From an optimization exercise on the open Yosys and OpenROAD flow, aimed at small area, a short achievable clock period and few clock cycles per item; shortcuts taken in it are not production practice. RTL that was checked went through simulation tests only; none was proved equivalent to the original. Power is estimated from default activity; no workload was simulated.

==> 05-18: inputs <==
==> flow/design.v (excerpt) <==
module mul_fu (
    input  logic        clk,
    input  logic        rst_n,
    input  logic        in_valid,
    input  logic [3:0]  in_ctrl,
    input  logic [31:0] in_a,
    input  logic [31:0] in_b,
    input  logic [6:0]  in_tag,
    output logic        in_ready,
    output logic        out_req,
    output logic [6:0]  out_tag,
    output logic [31:0] out_data,
    input  logic        out_grant
);
==> module mul_fu, before the edit <==
module mul_fu (
    input  logic        clk,
    input  logic        rst_n,
    input  logic        in_valid,
    input  logic [3:0]  in_ctrl,
    input  logic [31:0] in_a,
    input  logic [31:0] in_b,
    input  logic [6:0]  in_tag,
    output logic        in_ready,
    output logic        out_req,
    output logic [6:0]  out_tag,
    output logic [31:0] out_data,
    input  logic        out_grant
);
    localparam logic [3:0] ALU_MUL = 4'd1;
    localparam int MIDW = 119;
    logic              s1_v, s2_v, q0_v, q1_v;
    logic [31:0]       s1_a;
    logic [15:0]       s1_one, s1_two, s1_neg;
    logic [6:0]        s1_tag, s2_tag, q0_tag, q1_tag;
    logic [MIDW-1:0]   s2_mid;
    logic [31:0]       q0_data, q1_data;
    logic [3:0]        occ;     
    logic              rdy;
    logic [MIDW-1:0]   mid_d;
    logic [31:0]       row0, row1, q0_d;
    mul_core u_core (
        .a(s1_a), .one(s1_one), .two(s1_two), .neg(s1_neg), .mid_d(mid_d), .mid_q(s2_mid), .row0(row0), .row1(row1)
    );
    add_or_hold u_add (.x(row0), .y(row1), .hold(q1_v), .h(q1_data), .s(q0_d));
    logic [15:0] enc_one, enc_two, enc_neg;
    logic [32:0] bx;
    assign bx = {in_b, 1'b0};
    always_comb begin
        for (int k = 0; k < 16; k++) begin
            enc_one[k] = bx[2*k+1] ^ bx[2*k];
            enc_two[k] = (bx[2*k+2] & ~bx[2*k+1] & ~bx[2*k]) | (~bx[2*k+2] & bx[2*k+1] & bx[2*k]);
            enc_neg[k] = bx[2*k+2];
        end
    end
    logic acc, del, s2_move, s1_en, s2_en, q0_en;
    assign acc     = in_valid & rdy;
    assign del     = q0_v & out_grant;
    assign s2_move = s2_v & ~q1_v;            
    assign s2_en   = ~s2_v | s2_move;
    assign s1_en   = ~s1_v | s2_en;
    assign q0_en   = ~q0_v | del;
    logic [3:0] occ_next;
    always_comb begin
        occ_next = occ;
        if (acc & ~del) occ_next = {occ[2:0], 1'b1};
        if (del & ~acc) occ_next = {1'b0, occ[3:1]};
    end
    always_ff @(posedge clk) begin
        if (!rst_n) begin
            s1_v <= 1'b0;
            s2_v <= 1'b0;
            q0_v <= 1'b0;
            q1_v <= 1'b0;
            occ  <= 4'd0;
            rdy  <= 1'b1;
        end else begin
            if (s1_en) s1_v <= acc;
            if (s2_en) s2_v <= s1_v;
            if (q0_en) q0_v <= q1_v | s2_v;
            q1_v <= q1_v ? ~del : (s2_move & q0_v & ~del);
            occ  <= occ_next;
            rdy  <= ~occ_next[3];
        end
    end
    always_ff @(posedge clk) begin
        if (s1_en) begin
            s1_a   <= (in_ctrl == ALU_MUL) ? in_a : 32'd0;
            s1_one <= enc_one;
            s1_two <= enc_two;
            s1_neg <= enc_neg;
            s1_tag <= in_tag;
        end
        if (s2_en) begin
            s2_mid <= mid_d;
            s2_tag <= s1_tag;
        end
        if (!q1_v) begin
            q1_data <= q0_d;
            q1_tag  <= s2_tag;
        end
        if (q0_en) begin
            q0_data <= q0_d;
            q0_tag  <= q1_v ? q1_tag  : s2_tag;
        end
    end
    assign in_ready = rdy;
    assign out_req  = q0_v;
    assign out_tag  = q0_tag;
    assign out_data = q0_data;
endmodule
==> module add_or_hold, before the edit <==
module add_or_hold (
    input  logic [31:0] x,
    input  logic [31:0] y,
    input  logic        hold,
    input  logic [31:0] h,
    output logic [31:0] s
);
    logic [31:0] p, g;
    logic [31:0] gl [6];
    logic [31:0] pl [6];
    assign p = x ^ y;
    assign g = x & y & {32{~hold}};
    assign gl[0] = g;
    assign pl[0] = p;
    for (genvar l = 0; l < 5; l++) begin : g_lvl
        for (genvar i = 0; i < 32; i++) begin : g_bit
            if (i >= (1 << l)) begin : g_op
                assign gl[l+1][i] = gl[l][i] | (pl[l][i] & gl[l][i - (1 << l)]);
                assign pl[l+1][i] = pl[l][i] & pl[l][i - (1 << l)];
            end else begin : g_pass
                assign gl[l+1][i] = gl[l][i];
                assign pl[l+1][i] = pl[l][i];
            end
        end
    end
    assign s = (hold ? h : p) ^ {gl[5][30:0], 1'b0};
endmodule
==> flow/config.mk <==
export PLATFORM = sky130hd
export DESIGN_NAME = mul_fu
export DESIGN_NICKNAME = mul_fu
export VERILOG_FILES = /design/flow/design.v
export SDC_FILE = /design/flow/constraint.sdc
export NUM_CORES = 4
export LEC_CHECK = 0
export ABC_CLOCK_PERIOD_IN_PS = 2500
export CAP_MARGIN = 50
export CORE_MARGIN = 2
export CORE_UTILIZATION = 40
export SLEW_MARGIN = 70
export SYNTH_HIERARCHICAL = 1
export SYNTH_MINIMUM_KEEP_SIZE = 0
==> flow/constraint.sdc <==
create_clock -name core_clock -period 10.0 [get_ports {clk}]
set_input_delay 2.0000 -clock core_clock [delete_from_list [all_inputs] [get_ports {clk}]]
set_output_delay 2.0000 -clock core_clock [all_outputs]
set_load 0.01 [all_outputs]
standard.sh (not shown) runs the stock make flow with config.mk's settings and CLKGATE_MAP_FILE= SYNTH_SCRIPT=/design/flow/synth_recipe.tcl, a recipe that flattens the netlist after the stock synthesis.
==> flow/flow/run.sh <==
#!/bin/bash
# Standard ORFS layout (the standard.sh), with the port buffers made plain
# buffers (buf_2) instead of the delay buffer buffer_ports picks by default.
set -euo pipefail
bash standard.sh synth > synth.log 2>&1
bash standard.sh BUFFER_PORTS_ARGS="-buffer_cell sky130_fd_sc_hd__buf_2" finish > layout.log 2>&1
==> 04-03 (differences from 05-18) <==
--- a/flow/design.v
+++ b/flow/design.v
@@ -1226,9 +1226,9 @@
     logic              rdy;
     logic [MIDW-1:0]   mid_d;
-    logic [31:0]       row0, row1, q0_d;
+    logic [31:0]       row0, row1, res;
     mul_core u_core (
         .a(s1_a), .one(s1_one), .two(s1_two), .neg(s1_neg), .mid_d(mid_d), .mid_q(s2_mid), .row0(row0), .row1(row1)
     );
-    add_or_hold u_add (.x(row0), .y(row1), .hold(q1_v), .h(q1_data), .s(q0_d));
+    assign res = row0 + row1;
     logic [15:0] enc_one, enc_two, enc_neg;
     logic [32:0] bx;
@@ -1284,9 +1284,9 @@
         end
         if (!q1_v) begin
-            q1_data <= q0_d;
+            q1_data <= res;
             q1_tag  <= s2_tag;
         end
         if (q0_en) begin
-            q0_data <= q0_d;
+            q0_data <= q1_v ? q1_data : res;
             q0_tag  <= q1_v ? q1_tag  : s2_tag;
         end
@@ -1297,31 +1297,4 @@
     assign out_data = q0_data;
 endmodule
-module add_or_hold (
-    input  logic [31:0] x,
-    input  logic [31:0] y,
-    input  logic        hold,
-    input  logic [31:0] h,
-    output logic [31:0] s
-);
-    logic [31:0] p, g;
-    logic [31:0] gl [6];
-    logic [31:0] pl [6];
-    assign p = x ^ y;
-    assign g = x & y & {32{~hold}};
-    assign gl[0] = g;
-    assign pl[0] = p;
-    for (genvar l = 0; l < 5; l++) begin : g_lvl
-        for (genvar i = 0; i < 32; i++) begin : g_bit
-            if (i >= (1 << l)) begin : g_op
-                assign gl[l+1][i] = gl[l][i] | (pl[l][i] & gl[l][i - (1 << l)]);
-                assign pl[l+1][i] = pl[l][i] & pl[l][i - (1 << l)];
-            end else begin : g_pass
-                assign gl[l+1][i] = gl[l][i];
-                assign pl[l+1][i] = pl[l][i];
-            end
-        end
-    end
-    assign s = (hold ? h : p) ^ {gl[5][30:0], 1'b0};
-endmodule
 module fa_c (input logic x, y, z, output logic s, c);
     assign s = x ^ y ^ z;
==> flow/run.sh (new file) <==
#!/bin/bash
# synth_recipe.tcl (not shown) runs the flow's synth.tcl, then flattens the netlist and writes it again
# the make line also repeats each setting of config.mk as NAME=value (left out here)
make -C /OpenROAD-flow-scripts/flow DESIGN_CONFIG=/design/flow/config.mk WORK_HOME=/design/flow/orfs CLKGATE_MAP_FILE= SYNTH_SCRIPT=/design/flow/synth_recipe.tcl finish
removed: flow/flow/run.sh
removed: flow/standard.sh
==> comparison <==
- Between 05-18 and 04-03, the lower setup slack is in 05-18 (gap 0.14 ns).
- Count of clock-buffer cells in the layout: 05-18 is lower than 04-03 (5).
- Of 04-03 and 05-18, 04-03 has the higher fmax (gap 3.6%, measured against 05-18).
- Against 05-18, the clock power of 04-03 is smaller by about 5%.
- In 04-03 the sequential share of layout area is lower than in 05-18, by 1.5 points.
- In 04-03 the cell area is higher than in 05-18, by 0.98%.
- In cell count, 05-18 and 04-03 hardly differ.
- Against 05-18, the clock skew of 04-03 is lower by 0.014 ns.
- In 04-03 the die area is smaller than in 05-18, by 0.94%.
==> figures <==
| item | 05-18 | 04-03 |
|---|---|---|
| Status | complete, no violations | complete, no violations |
| Portion of netlist area occupied by mux cells | 0.0140 | 0.00677 |
| Sequential area share after synthesis | 0.373 | 0.363 |
| FF+latch area | 8850 um^2 | 8530 um^2 |
| Half-perimeter wire length of the detailed placement result | 41.6 mm | 44.0 mm |
| Sum of routed wire length over all layers | 59.3 mm | 63.8 mm |
| Worst path bufs/invs | 1 | 0 |
| Clock insertion delay at the later pin of the skew report | 0.57 ns | 0.55 ns |
| Combined area of the multi-input logic cells | 13,500 um^2 | 13,600 um^2 |
| Yosys warning total | 10 | 7 |
| R2r startpoint | s2_mid[40]$_DFFE_PP_ | s2_mid[20]$_DFFE_PP_ |
| Worst hold path startpoint | s1_tag[2]$_DFFE_PP_ | s1_tag[4]$_DFFE_PP_ |
| Per-cell routed wire length | 22.8 um | 24.5 um |
| Total number of vias | 14,100 | 14,446 |
| Average cell area after synthesis | 13.9 um^2 | 13.5 um^2 |
| Post-layout utilization of the core | 0.446 | 0.457 |
| Count of filler cells inserted in the layout | 5,301 | 5,237 |
| Highest routed layer | met4 | met5 |
| Worst Hold Path EP | s2_tag[2]$_DFFE_PP_ | s2_tag[4]$_DFFE_PP_ |
| Met1 demand-to-capacity share in global routing | 0.265 | 0.275 |
Testbench counts of 04-03, summed over its fixed seeds: cycles 2,374, items 2,048.
The RTL of 05-18 was laid out without a check of its function.

-- what the ideal ports hide --
The results above use ideal ports. As a check the final layouts listed here were re-extracted and re-timed, cells and wires unchanged.
Step 1, drivers: a clkbuf_16 drives clk and a buf_2 each remaining input, both assumed.
Step 2 adds t to the input delays and takes it off the output delays; t is the mean of the earliest and latest rising clock arrival at the registers after step 1. Input paths then give back, and output paths get back, about the clock's delay inside the block.
Three values: ideal ports, drivers, drivers and shift; two values: the first two.
run	shift t [ns]	setup slack, ns	latest minus earliest clock arrival (ns)
05-18	0.609	6.123 / 6.123 / 6.123	0.040 / 0.040
04-03	0.601	6.260 / 6.260 / 6.260	0.026 / 0.026
After both steps setup and hold are still met in every run listed.
